This is an optimization exercise on Yosys and OpenROAD, whose aim is small area, not a production implementation.
The RTL was checked by simulation tests, not by an equivalence proof against the original design.
Power and IR drop assume default switching activity.

File: run.sh
#!/bin/bash
# synth_recipe.tcl (not shown) runs the flow's synth.tcl, then flattens the netlist and writes it again
# the make line also repeats each setting of config.mk as NAME=value (left out here)
make -C /OpenROAD-flow-scripts/flow DESIGN_CONFIG=/design/flow/config.mk WORK_HOME=/design/flow/orfs CLKGATE_MAP_FILE= SYNTH_SCRIPT=/design/flow/synth_recipe.tcl finish
File: config.mk
export PLATFORM = sky130hd
export DESIGN_NAME = APB
export DESIGN_NICKNAME = APB
export VERILOG_FILES = /design/flow/design.v
export SDC_FILE = /design/flow/constraint.sdc
export NUM_CORES = 4
export LEC_CHECK = 0
export CAP_MARGIN = 20
export CORE_MARGIN = 2
export CORE_UTILIZATION = 40
export PLACE_DENSITY = 0.6
export SLEW_MARGIN = 20
File: constraint.sdc
create_clock -name core_clock -period 10.0 [get_ports {PCLK}]
set_input_delay 2.0000 -clock core_clock [delete_from_list [all_inputs] [get_ports {PCLK}]]
set_output_delay 2.0000 -clock core_clock [all_outputs]
set_load 0.01 [all_outputs]
File: design.v
module transmitter
(
    input tx_en,
    input [7:0] data,
    input arst_n,
    input rst,
    input clk,
    output reg TX,
    output reg busy,
    output reg done
);
parameter IDLE = 2'b00;
parameter DATA = 2'b01;
parameter ERR = 2'b10;
parameter DONE = 2'b11;
reg [1:0] cs,ns;
reg [13:0] baud_counter;
reg load_baud_transmitter;
wire zero_flag;
reg [3:0] counter;
reg [9:0] frame_shift;
reg en_PISO;
always @(posedge clk or negedge arst_n) begin
    if(~arst_n)
        baud_counter <= 14'b0;
    else if(rst)
        baud_counter <= 14'b0;
    else if(load_baud_transmitter)
        baud_counter <= 14'd10416;  
    else if(baud_counter != 14'b0)
        baud_counter <= baud_counter - 1'b1;
end
assign zero_flag = (baud_counter == 14'b0)? 1:0;
always @(posedge clk or negedge arst_n) begin
    if(~arst_n) begin
        frame_shift <= 10'b0;
        counter <= 4'b0;
    end
    else if(rst) begin 
        frame_shift <= 10'b0;
        counter <= 4'b0;
    end
    else if(cs ==IDLE && tx_en) begin
            frame_shift <= {1'b1,data[7:0],1'b0};
            counter <= 4'b0;  
    end
    else if(en_PISO && zero_flag) begin
        frame_shift <= (frame_shift >> 1);
        counter <= counter + 1'b1;
    end
end
always @(posedge clk or negedge arst_n) begin
    if (~arst_n) begin
        done <= 1'b0;
    end
    else if (rst) begin
        done <= 1'b0;
    end
    else begin
        if (cs == DONE)
            done <= 1'b1;
    end
end
always @(posedge clk or negedge arst_n) begin
    if(~arst_n)
        cs <= IDLE;
    else if(rst)
        cs <= IDLE;
    else
        cs <= ns;
end
always @(*) begin
    ns = cs;
    load_baud_transmitter = 1'b0;
    en_PISO = 1'b0;
    busy = 1'b0;
    TX = 1'b1;
    case(cs)
    IDLE : begin
        if(tx_en) begin
            ns = DATA;
            load_baud_transmitter = 1'b1;
            busy = 1'b1;
        end
    end
    DATA : begin
        TX = frame_shift[0];
        en_PISO = 1'b1;
        busy = 1'b1;
        if(zero_flag) begin
            load_baud_transmitter = 1'b1;  
            if(counter == 4'd9) begin
                if(TX == 1'b1)
                    ns = DONE;
                else
                    ns = ERR;
            end
        end
    end
    DONE : ns = IDLE;
    ERR : ns = IDLE;
    default : ns = IDLE;
endcase
end
endmodule
module receiver
(
    input clk,
    input rst,
    input arst_n,
    input rx_en,
    input RX,
    output reg busy,
    output reg done,
    output reg err,
    output [7:0] data  
);
parameter IDLE = 3'b000;
parameter START = 3'b001;
parameter DATA = 3'b010;
parameter ERR = 3'b011;
parameter DONE = 3'b100;
reg [2:0] cs,ns;
reg [13:0] baud_counter;  
reg load_baud_start;  
reg load_baud_data;  
wire zero_flag;  
reg [3:0] bit_counter;   
reg en_SIPO;  
reg [9:0] SIPO_reg;  
wire edge_detect;
reg RX_reg;
reg RX_temp;
always @(posedge clk or negedge arst_n) begin
    if(~arst_n) begin 
        RX_reg <= 1'b1;
        RX_temp <= 1'b1;
    end
    else if(rst) begin 
        RX_reg <= 1'b1;
        RX_temp <= 1'b1;
    end
    else begin
        RX_temp <= RX_reg;
        RX_reg <= RX;
    end
end
assign edge_detect = (RX_temp == 1 && RX_reg == 0)? 1 : 0;
always @(posedge clk or negedge arst_n) begin
    if(~arst_n)
        baud_counter <= 14'b0;
    else if(rst)
        baud_counter <= 14'b0;
    else if(load_baud_start)
        baud_counter <= 14'd5207;  
    else if(load_baud_data)
        baud_counter <= 14'd10416;  
    else if(baud_counter != 14'b0)
        baud_counter <= baud_counter - 1'b1;  
end
assign zero_flag = (baud_counter == 0)? 1 : 0;
always @(posedge clk or negedge arst_n) begin
    if(~arst_n)
        bit_counter <= 4'b0;
    else if(rst)
        bit_counter <= 4'b0;
    else if(cs == IDLE)
        bit_counter <= 4'b0;
    else if(cs == DATA && zero_flag) 
        bit_counter <= bit_counter + 1'b1;
end
always @(posedge clk or negedge arst_n) begin
    if(~arst_n)
        SIPO_reg <= 10'b0;
    else if(rst)
        SIPO_reg <= 10'b0;    
    else if(en_SIPO && zero_flag) 
        SIPO_reg <= {RX,SIPO_reg[9:1]};
end
assign data = SIPO_reg [7:0];
always @(posedge clk or negedge arst_n) begin
    if (~arst_n) begin
        done <= 1'b0;
        err <= 1'b0;
    end
    else if (rst) begin
        done <= 1'b0;
        err <= 1'b0;
    end
    else begin
        if (cs == DONE)
            done <= 1'b1;
        if (cs == ERR)
            err <= 1'b1;
    end
end
always @(posedge clk or negedge arst_n) begin
    if(~arst_n)
        cs <= IDLE;
    else if(rst)
        cs <= IDLE;
    else
        cs <= ns;
end
always @(*) begin
        ns = cs;
        busy = 1'b0;
        load_baud_start = 1'b0;
        load_baud_data  = 1'b0;
        en_SIPO         = 1'b0;
    case(cs)
    IDLE : begin
        busy = 1'b0;
        load_baud_start = 1'b0;
        load_baud_data  = 1'b0;
        en_SIPO         = 1'b0;
        if(edge_detect && rx_en) begin
            ns = START;
            load_baud_start = 1;
            busy = 1'b1;
        end
        end
    START : begin
        busy = 1'b1;
        if(zero_flag) begin
            ns = DATA;
            load_baud_start = 1'b1;
        end
        end
    DATA : begin
        busy = 1'b1;
        en_SIPO = 1'b1;
        if(zero_flag) begin
            load_baud_data = 1'b1;
            if(bit_counter == 4'd9) begin
                if(RX == 1'b1)
                    ns = DONE;
                else
                    ns = ERR;
            end
        end
        end
    ERR : ns = IDLE;
    DONE : ns = IDLE;
    default : ns = IDLE;
    endcase
end
endmodule 
module APB
(
    input PCLK,
    input PRESETn,
    input [31:0] PADDR,
    input PSEL,
    input PENABLE,
    input PWRITE,
    input [31:0] PWDATA,
    output reg [31:0] PRDATA,
    output reg PREADY
);
reg [31:0] CTRL_REG;  
reg [31:0] TX_DATA;
wire [31:0] RX_DATA;
wire [31:0] STATS_REG;
parameter IDLE = 2'b00;
parameter WRITE = 2'b01;
parameter READ = 2'b10;
reg [1:0] cs,ns;
wire tx;
wire tx_busy,tx_done;
transmitter transmitter_UART
(
    .tx_en(CTRL_REG[0]),
    .data(TX_DATA[7:0]),
    .arst_n(PRESETn),
    .rst(CTRL_REG[1]),
    .clk(PCLK),
    .TX(tx),
    .busy(tx_busy),
    .done(tx_done)
);
wire rx_busy,rx_done,rx_err;
wire [7:0] rx_data_wire;
receiver receiver_UART
(
    .clk(PCLK),
    .rst(CTRL_REG[3]),
    .arst_n(PRESETn),
    .rx_en(CTRL_REG[2]),
    .RX(tx),
    .busy(rx_busy),
    .done(rx_done),
    .err(rx_err),
    .data(rx_data_wire)
);
assign STATS_REG = {27'b0,rx_err,rx_done,rx_busy,tx_done,tx_busy};
assign RX_DATA = {24'b0, rx_data_wire};
always @(posedge PCLK or negedge PRESETn) begin
    if(~PRESETn) begin
        CTRL_REG <= 32'b0;
        TX_DATA <= 32'b0;
    end
    else begin
        if(cs == WRITE) begin
            case(PADDR)
                32'd0 : CTRL_REG <= PWDATA;
                32'd2 : TX_DATA <= PWDATA;
                default : ;
            endcase
        end
    end
end
always @(posedge PCLK or negedge PRESETn) begin
    if(~PRESETn)
        cs <= IDLE;
    else
        cs <= ns;
end
always @(*) begin
    PREADY = 1'b0;
    PRDATA = 32'b0;
    ns = cs;
    case(cs)
        IDLE : begin
            PREADY = 1'b0;
            if(PENABLE && PSEL && PWRITE)
                ns = WRITE;
            else if(PENABLE && PSEL && ~PWRITE)
                ns = READ;
        end
        WRITE : begin
            PREADY = 1'b1;
            ns = IDLE;
        end
        READ : begin
            PREADY = 1'b1;
            case(PADDR) 
                32'd0 : PRDATA = CTRL_REG;
                32'd1 : PRDATA = STATS_REG;
                32'd2 : PRDATA = TX_DATA;
                32'd3 : PRDATA = RX_DATA;
                default : PRDATA = 32'b0;
            endcase
            ns = IDLE;
        end
        default : ns = IDLE;
    endcase
end
endmodule
==> summary.txt <==
## worst max path at each step
stage	depth (start not counted)	startpoint	to	slack (ns)
finish	7	PADDR[16]	PRDATA[16]	2.93
global placement	7	PADDR[18]	PRDATA[14]	3.08
CTS	7	PADDR[3]	PRDATA[18]	2.95
global route	7	PADDR[13]	PRDATA[18]	2.71
detailed placement	7	PADDR[3]	PRDATA[29]	2.96
floorplan	6	PADDR[18]	PRDATA[11]	4.77
## per-layer routing
layer	track usage, %	vias to the layer above
met2	29.5	100
met5	0	-
li1	-	2352
met4	6.04	0
met3	5.77	16
met1	25.0	2416
## kinds of logic after synthesis
| kind of cell | Yosys count |
|---|---|
| xor gates and xnor gates | 23 |
| muxes | 97 |
| buffers and inverters | 42 |
| AOI/OAI and AO/OA | 94 |
| adders and majority gates | 9 |
| DFF | 132 |
| and+or+nand+nor | 208 |
## Yosys cell counts, types with 5 or more instances
cell	instances	area (um^2)
dfrtp_1	130	3250
nand2_1	41	154
clkbuf_1	20	75.1
nor4_1	16	100
nor3_1	14	70.1
a21o_1	5	37.5
a22oi_1	12	90.1
nand3_1	14	70.1
or4_1	5	37.5
ha_1	9	113
xnor2_1	11	96.3
inv_1	12	45.0
a211oi_1	5	37.5
buf_2	7	35.0
nor2_1	76	285
o21ai_0	20	100
xor2_1	12	105
nand2b_1	5	31.3
mux2i_1	26	260
a21oi_1	31	155
mux2_2	64	721
a31oi_1	7	43.8
## power by group
group,switching (mW),internal [mW],total [mW]
Combinational,0.0352,0.0390,0.0742
Sequential,0.00167,0.537,0.539
Clock,0.245,0.401,0.646
Total,0.282,0.977,1.26
## cell type report
type,instances,area [um^2],share of cell area (%)
clock buffer,18,439,5.27
clock inverter,14,174,2.09
inverter,12,45.0,0.541
multi-input combinational,431,3060,36.8
sequential,132,3310,39.7
tap,216,270,3.24
timing repair buffer,105,1030,12.4
## stage by stage
step	power [mW]	hold slack [ns]	cells
2_1_floorplan	0.574	0.450	605
3_3_place_gp	0.622	0.462	896
3_5_place_dp	0.624	0.478	896
4_1_cts	1.27	0.492	928
5_1_grt	1.31	0.507	928
6_report	1.26	0.491	928
==> summary.txt <==
post-synthesis sequential area ratio=between 50% and 60%; average size of a mapped cell=approximately 11 um^2; mux cell area share after synthesis=~17%; worst hold start=transmitter_UART.frame_shift[9]$_DFFE_PN0P_; Final ANT Viol Nets=0; wire length on met3=between 800 and 900 um; Post-Synth Adder-Cell Area=under 10%; CTS Buf Count=17; Max Cap Viol=0; n_diodes=0; worst path required time=8.00 ns; endpoint class of the critical path=output port; xor/xnor share of the synthesized area=slightly above 3%; All-Layer GR Usage=roughly a fifth; RePlAce Congestion=roughly 0.8; final hold violation count=0; largest net degree at the start of global routing=70; # fillers=between 1000 and 1500; initial antenna violation count=0; Final WS setup=just under 3 ns; Hold Path End=transmitter_UART.frame_shift[9]$_DFFE_PN0P_; Worst-Margin Slew=between 0.9 and 1 ns; Worst Setup Start Kind=input pin; I/O pins=a little over 100; maximum VDD drop=around 120 uV; WS Path Type=input pin to output port; Pre-Repair DR Iteration Count=5; Pleak=~3.8 nW; post-CTS setup buffers=0; total wire length=about 16000 um; worst clock skew=approximately 0.0064 ns; NumNets Final=approximately 780; cell family with the largest share of critical-path delay=simple AND/OR/NAND/NOR gates; reg2reg end=receiver_UART.baud_counter[1]$_DFFE_PN0P_; CP Buf/Inv Count=2; Die X=approximately 130 um; simple-gate share of the synthesized area=between 10% and 20%; r2r setup slk=7.27 ns; Tmin final=slightly above 7 ns; core area=between 15000 and 20000 um^2; uppermost routed layer=met4; EDFF count, synth=0; Yosys cell types=54; post-route cell area=roughly 8300 um^2; period utilization=70.7%; asr flop ratio synth=100%; fmax=~140 MHz; dpl ws=approximately 3.0 ns; Synth Instances=a little over 600; die area=17400 um^2; crit path max fanout=24; Setup TNS=0 ns; biggest regs=CTRL_REG (32), TX_DATA (32); Final setup viols=0; clk buf depth=2; wire length on met1=roughly 7300 um; CTS resizes=0; Worst-path clk slew=0.06 ns; clk latency of the worst-skew pair=about 0.42 ns; clk sinks=approximately 130; row count=46; main flop type after synthesis=dfrtp_1; wire length per cell=between 15 and 20 um; Worst Reg2Reg Path Length in Cells=7; CP cell instances=clkdlybuf4s50_1 -> nor4_1 -> nand4_1 -> nor2_1 -> nand3b_1 -> nor2_1 -> clkdlybuf4s50_1; Starting DRT DRC Count=about 330; Worst path max stage delay=0.80 ns; Port Buffers=a little over 100; CTS H-tree depth=4; Vias/cell=5.26; largest family of logic cells by synthesized area=multiplexers; routed vias=~5000; CP max-delay cell=nand3b_1; Synth Net Count=about 680; detailed placer's ending HPWL=approximately 10000 um; hold path depth=1; commonest non-fill, non-tap cell in the layout=dfrtp_1; share of cells above drive strength 1=between 15 and 20%; grt total ovfl=0; cts hold-fix bufs=0; CP arrival=slightly above 5 ns; most frequent cells in the layout=130 x dfrtp_1, 99 x clkdlybuf4s50_1, 76 x nor2_1; synthesis-stage register bit count=~130; Worst R2R Start=receiver_UART.baud_counter[0]$_DFFE_PN0P_; Final Core Density=roughly 52%; Synth-to-Final Area Change=27.5%; CTS Root Cell=clkbuf_16; PD cells=151 nW/um^2; area of the mapped netlist=about 6500 um^2; worst rel slew slack=between 30% and 40%; global-route wire length before repair=around 26000 um; CTS tree=built; RSZ-0062 raised after global routing=no; overall die height=132 um; vias in the first global route=a little over 5000; Slew Limit Fails=0; met2 WL post-DR=between 7000 and 8000 um; yosys warns=3; Residual DRC=0; Initial Utilization=41.0%; area fraction in compound gates after synthesis=between 8 and 9%; Cell Area, Placed=7720 um^2; Hold Path Class=flop to flop; outcome=finished clean

-- separate check: timing with driven ports --
The flow's constraints put no driver on any port. The routed layout listed below was extracted and timed again, unchanged, in two steps. Step 1: set_driving_cell puts a clkbuf_16 on PCLK and a buf_2 on each other input, an assumption about the parent block. Step 2 times the ports against the registers' clock, not the clock port: input delays grow and output delays shrink by t, the midpoint of the rising clock arrivals with the driver on. a / b / c = ideal / step 1 / step 2; a / b = the first two.
shift t [ns]: 0.457
setup WS [ns]: 2.933 / 2.911 / 2.911
worst register clock-pin slew, ns: 0.06 / 0.06
After both steps this run still meets setup and hold. For this run, drivers alone change the setup slack by -0.022 ns; drivers and shift together by -0.022 ns.
